What follows belongs to an exercise in optimizing a design on an open flow for small area; a production flow would make more cautious choices. Function was checked by simulation only, so behaviour that the tests miss may differ from the original.

==> inputs of 05-17 <==
// pipelined_cordic
module pipelined_cordic(
    input Clk, Rst,
    input signed [15:0] x_in, y_in,
    output signed [15:0] magnitude,
    output signed [15:0] angle
);
reg [14:0] x0;
reg [15:0] y0;
reg [14:0] x1;
reg [15:0] y1;
reg [0:0] d1;
reg [14:0] x2;
reg [14:0] y2;
reg [1:0] d2;
reg [14:0] x3;
reg [13:0] y3;
reg [2:0] d3;
reg [14:0] x4;
reg [12:0] y4;
reg [3:0] d4;
reg [14:0] x5;
reg [11:0] y5;
reg [4:0] d5;
reg [14:0] x6;
reg [10:0] y6;
reg [5:0] d6;
reg [14:0] x7;
reg [9:0] y7;
reg [6:0] d7;
reg [14:0] x8;
reg [8:0] y8;
reg [7:0] d8;
reg [14:0] x9;
reg [7:0] y9;
reg [8:0] d9;
reg [14:0] x10;  
reg [6:0] y10;
reg [9:0] d10;
reg [14:0] x11;  
reg [5:0] y11;
reg [10:0] d11;
reg [14:0] x12;  
reg [5:0] y12;
reg [11:0] d12;
reg [14:0] x13;  
reg [4:0] y13;
reg [12:0] d13;
wire [14:0] x14;  
wire [4:0] y14;
wire [13:0] d14;
reg [14:0] x15; reg [14:0] d15; reg s15;
always @(posedge Clk) begin
    x0 <= x_in[14:0];
    y0 <= y_in;
end
wire s0 = y0[15];
wire ns0 = ~s0;
wire [14:0] u0 = y0[14:0] ^ {15{s0}};
wire [14:0] z0 = ~u0;
wire f_1_s, f_1_c; fa1 f_1 (.a(x0[0]), .b(u0[0]), .c(s0), .s(f_1_s), .co(f_1_c));
wire f_2_s, f_2_c; fa1 f_2 (.a(x0[1]), .b(u0[1]), .c(f_1_c), .s(f_2_s), .co(f_2_c));
wire f_3_s, f_3_c; fa1 f_3 (.a(x0[2]), .b(u0[2]), .c(f_2_c), .s(f_3_s), .co(f_3_c));
wire f_4_s, f_4_c; fa1 f_4 (.a(x0[3]), .b(u0[3]), .c(f_3_c), .s(f_4_s), .co(f_4_c));
wire f_5_s, f_5_c; fa1 f_5 (.a(x0[4]), .b(u0[4]), .c(f_4_c), .s(f_5_s), .co(f_5_c));
wire f_6_s, f_6_c; fa1 f_6 (.a(x0[5]), .b(u0[5]), .c(f_5_c), .s(f_6_s), .co(f_6_c));
wire f_7_s, f_7_c; fa1 f_7 (.a(x0[6]), .b(u0[6]), .c(f_6_c), .s(f_7_s), .co(f_7_c));
wire f_8_s, f_8_c; fa1 f_8 (.a(x0[7]), .b(u0[7]), .c(f_7_c), .s(f_8_s), .co(f_8_c));
wire h_9_s, h_9_c; ha1 h_9 (.a(z0[0]), .b(x0[0]), .s(h_9_s), .co(h_9_c));
wire f_10_s, f_10_c; fa1 f_10 (.a(z0[1]), .b(x0[1]), .c(h_9_c), .s(f_10_s), .co(f_10_c));
wire f_11_s, f_11_c; fa1 f_11 (.a(z0[2]), .b(x0[2]), .c(f_10_c), .s(f_11_s), .co(f_11_c));
wire f_12_s, f_12_c; fa1 f_12 (.a(z0[3]), .b(x0[3]), .c(f_11_c), .s(f_12_s), .co(f_12_c));
  ...
Settings: LEC_CHECK=0, CAP_MARGIN=20, CORE_MARGIN=2, CORE_UTILIZATION=55, PLACE_DENSITY=0.7, SLEW_MARGIN=20, SYNTH_HIERARCHICAL=1, SYNTH_MINIMUM_KEEP_SIZE=0; clock period 4.5 ns.
standard.sh (not shown) runs the stock make flow with config.mk's settings and CLKGATE_MAP_FILE= SYNTH_SCRIPT=/design/flow/synth_recipe.tcl, a recipe that flattens the netlist after the stock synthesis.
==> flow/flow/run.sh <==
#!/bin/bash
# Standard layout; the port buffers use the smallest buffer cell and the
# clock tree is built without dummy loads.
set -euo pipefail
export BUFFER_PORTS_ARGS="-buffer_cell sky130_fd_sc_hd__buf_1"
export CTS_ARGS="-sink_clustering_enable -repair_clock_nets -sink_clustering_size 16 -sink_clustering_max_diameter 80 -buf_list sky130_fd_sc_hd__clkbuf_8 -dont_use_dummy_load"
bash standard.sh > standard.log 2>&1
==> inputs of 11-01, as changes to 05-17 <==
- CORE_UTILIZATION: 55 -> 65
- PLACE_DENSITY: 0.7 -> 0.8
==> inputs of 11-18, as changes to 05-17 <==
==> flow/flow/run.sh (replaced) <==
#!/bin/bash
# Standard layout; the port buffers use the smallest buffer cell and the
# clock tree is built without dummy loads.
set -euo pipefail
export BUFFER_PORTS_ARGS="-buffer_cell sky130_fd_sc_hd__buf_1"
export CTS_ARGS="-sink_clustering_enable -repair_clock_nets -sink_clustering_size 10 -sink_clustering_max_diameter 50 -buf_list sky130_fd_sc_hd__clkbuf_4 -dont_use_dummy_load"
bash standard.sh > standard.log 2>&1
==> summary.md <==
| Metric | Value |
|---|---|
| Reg2Reg Launch Point | y5[11] |
| Global-route met2 utilization | approximately 28% |
| Status | no timing/DRC/antenna violations |
| Wl on met1 | around 11000 um |
| Dpl cell area | 0.0209 sq mm |
the above is filed under 11-18

==> summary.md <==
| Metric | Value |
|---|---|
| Status | no timing/DRC/antenna violations |
| Dpl cell area | 0.0209 sq mm |
| Reg2Reg Launch Point | y5[11] |
| Global-route met2 utilization | around 28% |
| Count of unresolved DRC violations after routing | 0 |
| Share of final layout cell area taken by non-clock buffers | roughly 2% |
| Violation count after the first detailed-route iteration | 190 |
| Number of cells after detailed placement | approximately 1.9k |
| Wl on met1 | around 11000 um |
| Seq Cell Count | 549 |
the above is filed under 05-17

==> summary.md <==
| Metric | Value |
|---|---|
| Wl on met1 | approximately 11000 um |
| Status | no timing/DRC/antenna violations |
| Worst-case setup margin in the final layout | 0.182 ns |
| Global-route met2 utilization | roughly 33% |
| Final sum of negative setup slack | 0 ns |
| Dpl cell area | 0.0208 sq mm |
the above is filed under 11-01


* * *

==> inputs of yarrow <==
Another version of the RTL of pipelined_cordic (not shown whole).
clock: 4.5 ns
lec_check: 0
cap_margin: 20
core_margin: 2
core_utilization: 55
place_density: 0.7
slew_margin: 20
synth_hierarchical: 1
synth_minimum_keep_size: 0
==> flow/flow/run.sh <==
#!/bin/bash
# Standard layout; the port buffers use the smallest buffer cell and the
# clock tree is built without dummy loads.
set -euo pipefail
export BUFFER_PORTS_ARGS="-buffer_cell sky130_fd_sc_hd__buf_1"
export CTS_ARGS="-sink_clustering_enable -repair_clock_nets -sink_clustering_size 11 -sink_clustering_max_diameter 45 -buf_list sky130_fd_sc_hd__clkbuf_4 -dont_use_dummy_load"
bash standard.sh > standard.log 2>&1
==> inputs of amber, as changes to yarrow <==
CORE_UTILIZATION = 65   (was 55)
PLACE_DENSITY = 0.8   (was 0.7)
==> inputs of fjord, as changes to yarrow <==
CORE_UTILIZATION = 60   (was 55)
PLACE_DENSITY = 0.75   (was 0.7)
==> impl_results.md <==
- Met1 wire length: 10500 um
- Worst setup margin: 143 ps
- Status: finished clean
- Met3 wire length: 1020 um
- Final worst-path cycle share: 0.968
- Total Routing Usage GR: 0.165
- Fin util: 0.650
- R2r startpoint: y5[11]
- CP endpoint: y6[10]
- Die area: between 30000 and 40000 sq um
- Routability cong.: 0.863
-- figures above: fjord

==> impl_results.md <==
- Met1 wire length: around 11000 um
- Routability cong.: a little over 0.9
- Fin util: 0.706
- CP endpoint: y6[10]
- R2r startpoint: y5[11]
- Fmax: 230 MHz
- Status: finished clean
- Fillers: between 1500 and 2000
- Total Routing Usage GR: 0.189
- Final worst-path cycle share: 0.968
- Most common cell in the netlist: dfxtp_1
- Die area: 32000 sq um
-- figures above: amber

==> impl_results.md <==
- Met3 wire length: 960 um
- Total Routing Usage GR: 0.151
- Fin util: 0.596
- Met1 wire length: around 11000 um
- Die area: 37600 sq um
- Status: finished clean
- Routability cong.: about 0.91
- Final worst-path cycle share: 0.959
-- figures above: yarrow

==> static timing again, ports no longer ideal <==
How much do the figures lean on ideal ports? The routed layouts below were timed once more, with nothing changed but the port constraints. Step 1: set_driving_cell puts a clkbuf_16 on Clk and a buf_2 on each other input, an assumption about the parent block. Step 2 times the ports against the registers' clock, not the clock port: input delays grow and output delays shrink by t, the midpoint of the rising clock arrivals with the driver on. a / b / c = ideal / step 1 / step 2; a / b = the first two.
| run | t (ns) | setup slack, ns | worst setup path after step 2 | worst slew at a driven data input, ns | pins driven straight from the clock port |
|---|---|---|---|---|---|
| 05-17 | 0.626 | 0.151 / 0.151 / 0.151 | register to register | 0.03 | 1 |
| 11-01 | 0.581 | 0.182 / 0.182 / 0.182 | register to register | 0.03 | 1 |
| 11-18 | 0.737 | 0.164 / 0.164 / 0.164 | register to register | 0.03 | 1 |
| yarrow | 0.793 | 0.183 / 0.183 / 0.183 | register to register | 0.03 | 1 |
| amber | 0.719 | 0.146 / 0.146 / 0.146 | register to register | 0.03 | 1 |
| fjord | 0.730 | 0.143 / 0.143 / 0.143 | register to register | 0.03 | 1 |
After both steps every run listed still meets setup and hold.
